This is an optimization exercise on Yosys and OpenROAD, whose aim is a short achievable clock period and few clock cycles, not a production implementation. Where RTL was checked, it was by simulation tests only, not by an equivalence proof against the original. Power figures rest on the tool's default switching activity, not on a simulated workload.

==> flow/design.v (excerpt) <==
module CPU(
    input clk,
    input rstn,
    output [31:0] imem_addr,
    input  [31:0] imem_rdata,
    output [31:0] dmem_addr,
    output [31:0] dmem_wdata,
    output dmem_we,
    input  [31:0] dmem_rdata
    );
    reg  [31:0] pc_f;
    reg         wr_e, ld_e, st_e, cb_e, beq_e, blt_e, bltu_e, jalr_e, jf_e;
    reg         k_e;             
    reg         pt_e;
    reg  [4:0]  rd_e;
    reg  [31:0] a_e, b_e, sd_e, pre_e, alt_e;
    reg  [19:0] pch_e;           
    reg         aui_e;
    reg  [5:0]  bi_e;
    reg         fa_r_e, fa_l_e;      
    reg         fb_r_e, fb_l_e;      
    reg         fs_r_e, fs_l_e, fs_n_e;      
    reg         s_addi_e, s_add_e, s_sub_e, s_xor_e, s_or_e, s_and_e, s_sll_e, s_sr_e, s_pre_e;
    reg         sra_e;
    reg  [4:0]  sh_e;
    reg         wr_m, ld_m, st_m;
    reg  [4:0]  rd_m;
    reg  [31:0] res_m, sd_m, addr_m, alt_m;
    reg         late_m, tk_m, pt_m;
    reg  [31:0] pc_o;            
    reg         bht_v [0:63];
    reg  [1:0]  bht_c [0:63];
    reg         upd_v, upd_t;
    reg  [5:0]  upd_i;
    assign dmem_addr  = addr_m;
    assign dmem_wdata = sd_m;
    assign dmem_we    = st_m;
    wire [31:0] wbd = ld_m ? dmem_rdata : res_m;
    wire wr_x   = wr_e   & ~k_e;
    wire ld_x   = ld_e   & ~k_e;
    wire st_x   = st_e   & ~k_e;
    wire cb_x   = cb_e   & ~k_e;
    wire jalr_x = jalr_e & ~k_e;
    wire jf_x   = jf_e   & ~k_e;
    assign imem_addr = pc_o;
    wire [31:0] ir  = imem_rdata;
    wire [6:0]  op  = ir[6:0];
    wire [4:0]  rs1 = ir[19:15];
    wire [4:0]  rs2 = ir[24:20];
    wire [4:0]  rd  = ir[11:7];
    wire [2:0]  f3  = ir[14:12];
    wire is_op    = (op[6:2] == 5'b01100);
    wire is_opi   = (op[6:2] == 5'b00100);
    wire is_lui   = (op[6:2] == 5'b01101);
    wire is_auipc = (op[6:2] == 5'b00101);
    wire is_ld    = (op[6:2] == 5'b00000);
  ...
clock: 9.5 ns
lec_check: 0
abc_clock_period_in_ps: 2500
cap_margin: 20
core_margin: 2
core_utilization: 40
slew_margin: 20
standard.sh (not shown) runs the stock make flow with config.mk's settings and CLKGATE_MAP_FILE= SYNTH_SCRIPT=/design/flow/synth_recipe.tcl, a recipe that flattens the netlist after the stock synthesis.
==> flow/flow/run.sh <==
#!/bin/bash
# Standard ORFS layout with two changes:
#  - no adder-cell mapping in synthesis (the adders are written as
#    parallel-prefix logic and are left to ABC);
#  - repair_timing asked for extra setup margin, so that it keeps optimising
#    below the (loose) clock constraint.
set -euo pipefail
MARGIN=${MARGIN:-6.0}
bash standard.sh ADDER_MAP_FILE= MATCH_CELL_FOOTPRINT=0 SETUP_SLACK_MARGIN=$MARGIN finish > standard_flow.log 2>&1
The baseline completed with no timing, DRC or antenna violations.
Then changed:
--- a/flow/design.v
+++ b/flow/design.v
@@ -208,32 +208,42 @@
     wire stall = ld_x & ((m1 & (is_op | is_opi | is_ld | is_st | is_jalr)) | (m2 & is_op));
     wire [31:0] D  = dmem_rdata;
     wire [31:0] Ae = fa_r_e ? res_m : a_e;
     wire [31:0] Be = fb_r_e ? res_m : b_e;
     wire [31:0] A  = Ae;         
     wire [31:0] B  = Be;
     wire [31:0] S  = ({32{fs_r_e}} & res_m) | ({32{fs_l_e}} & D) | ({32{fs_n_e}} & sd_e);
     wire [31:0] sum, dif;
     ks_add32 add_u(.a(A), .b(B),  .cin(1'b0), .s(sum), .cout());
     ks_add32 sub_u(.a(A), .b(~B), .cin(1'b1), .s(dif), .cout());
-    wire eq_ee, ltu_ee, lts_ee, eq_de, ltu_de, lts_de, eq_ed, ltu_ed, lts_ed;
-    cmp32 c_ee(.a(Ae), .b(Be), .eq(eq_ee), .ltu(ltu_ee), .lts(lts_ee));
+    wire eq_de, ltu_de, lts_de, eq_ed, ltu_ed, lts_ed;
     cmp32 c_de(.a(D),  .b(Be), .eq(eq_de), .ltu(ltu_de), .lts(lts_de));
     cmp32 c_ed(.a(Ae), .b(D),  .eq(eq_ed), .ltu(ltu_ed), .lts(lts_ed));
     wire late_e  = cb_x & (fa_l_e | fb_l_e);
-    wire taken_ee = (beq_e & eq_ee) | (blt_e & lts_ee) | (bltu_e & ltu_ee);
+    wire eq_nn, ltu_nn, lts_nn, eq_rn, ltu_rn, lts_rn, eq_nr, ltu_nr, lts_nr;
+    cmp32 c_nn(.a(a_e),   .b(b_e),   .eq(eq_nn), .ltu(ltu_nn), .lts(lts_nn));
+    cmp32 c_rn(.a(res_m), .b(b_e),   .eq(eq_rn), .ltu(ltu_rn), .lts(lts_rn));
+    cmp32 c_nr(.a(a_e),   .b(res_m), .eq(eq_nr), .ltu(ltu_nr), .lts(lts_nr));
+    wire t_nn = (beq_e & eq_nn) | (blt_e & lts_nn) | (bltu_e & ltu_nn);
+    wire t_rn = (beq_e & eq_rn) | (blt_e & lts_rn) | (bltu_e & ltu_rn);
+    wire t_nr = (beq_e & eq_nr) | (blt_e & lts_nr) | (bltu_e & ltu_nr);
+    wire t_rr = beq_e;           
+    wire taken_ee = (~fa_r_e & ~fb_r_e & t_nn) | (fa_r_e & ~fb_r_e & t_rn)
+                  | (~fa_r_e & fb_r_e & t_nr) | (fa_r_e & fb_r_e & t_rr);
     wire eq_l  = (fa_l_e & ~fb_l_e & eq_de)  | (~fa_l_e & fb_l_e & eq_ed)  | (fa_l_e & fb_l_e);
     wire ltu_l = (fa_l_e & ~fb_l_e & ltu_de) | (~fa_l_e & fb_l_e & ltu_ed);
     wire lts_l = (fa_l_e & ~fb_l_e & lts_de) | (~fa_l_e & fb_l_e & lts_ed);
     wire taken_l  = (beq_e & eq_l) | (blt_e & lts_l) | (bltu_e & ltu_l);
-    wire [31:0] jt;
-    pc_add #(.W(12)) add_je(.pc(Ae), .imm(b_e[11:0]), .s(jt));
+    wire [31:0] jt_n, jt_r;
+    pc_add #(.W(12)) add_jrn(.pc(a_e),   .imm(b_e[11:0]), .s(jt_n));
+    pc_add #(.W(12)) add_jrr(.pc(res_m), .imm(b_e[11:0]), .s(jt_r));
+    wire [31:0] jt = fa_r_e ? jt_r : jt_n;
     wire [31:0] sum_i;
     pc_add #(.W(12)) add_i(.pc(A), .imm(b_e[11:0]), .s(sum_i));
     wire [31:0] shl = A << sh_e;
     wire [31:0] shr = $signed({sra_e & A[31], A}) >>> sh_e;
     wire [31:0] pre_v = {aui_e ? pre_e[31:12] + pch_e : pre_e[31:12], pre_e[11:0]};
     wire [31:0] res_e = ({32{s_add_e}} & sum)
                       | ({32{s_addi_e}} & sum_i)
                       | ({32{s_sub_e}} & dif)
                       | ({32{s_xor_e}} & (A ^ B))
                       | ({32{s_or_e }} & (A | B))
Via count rose by 3.5%; synthesized area rose by about 2.6%; wire length rose by 4.4%; power rose by about 4%; first-iteration DRC count rose by 7.1%; hold slack loses 0.011 ns; clock skew fell by 0.0087 ns; non-clock buffer count fell by 74.
Testbench counts after the change, summed over its fixed seeds: cycles 38,470.
The RTL of the first run of this note was laid out without a check of its function.

==> afterwards: timing with drivers on the ports <==
In the flow no input, the clock included, has a driving cell. The finished layouts below were timed again as built, in two steps.
Step 1 sets driving cells, clkbuf_16 on the clock port and buf_2 on the other inputs (assumed; they add their load-dependent delay and slew).
Step 2 moves the port delays by t, midway between the first and last clock arrival at a register: inputs arrive t later, outputs are due t later. That takes back most of the time a late clock gives input paths.
a / b / c = ideal ports / drivers / drivers and shift; a / b = the first two.
run | t (ns) | setup slack, ns | hold WS [ns] | worst slew at a driven data input, ns | pins driven straight from the clock port
the first run | 0.936 | 5.215 / 5.093 / 4.157 | 0.328 / 0.328 / 0.328 | 0.51 | 1
the second run | 0.965 | 5.361 / 5.118 / 4.153 | 0.317 / 0.317 / 0.317 | 0.58 | 1
After both steps setup and hold are still met in every run listed. The setup slack of the second run, which loses most, moves by -0.243 ns with the drivers and by -1.208 ns with both steps.
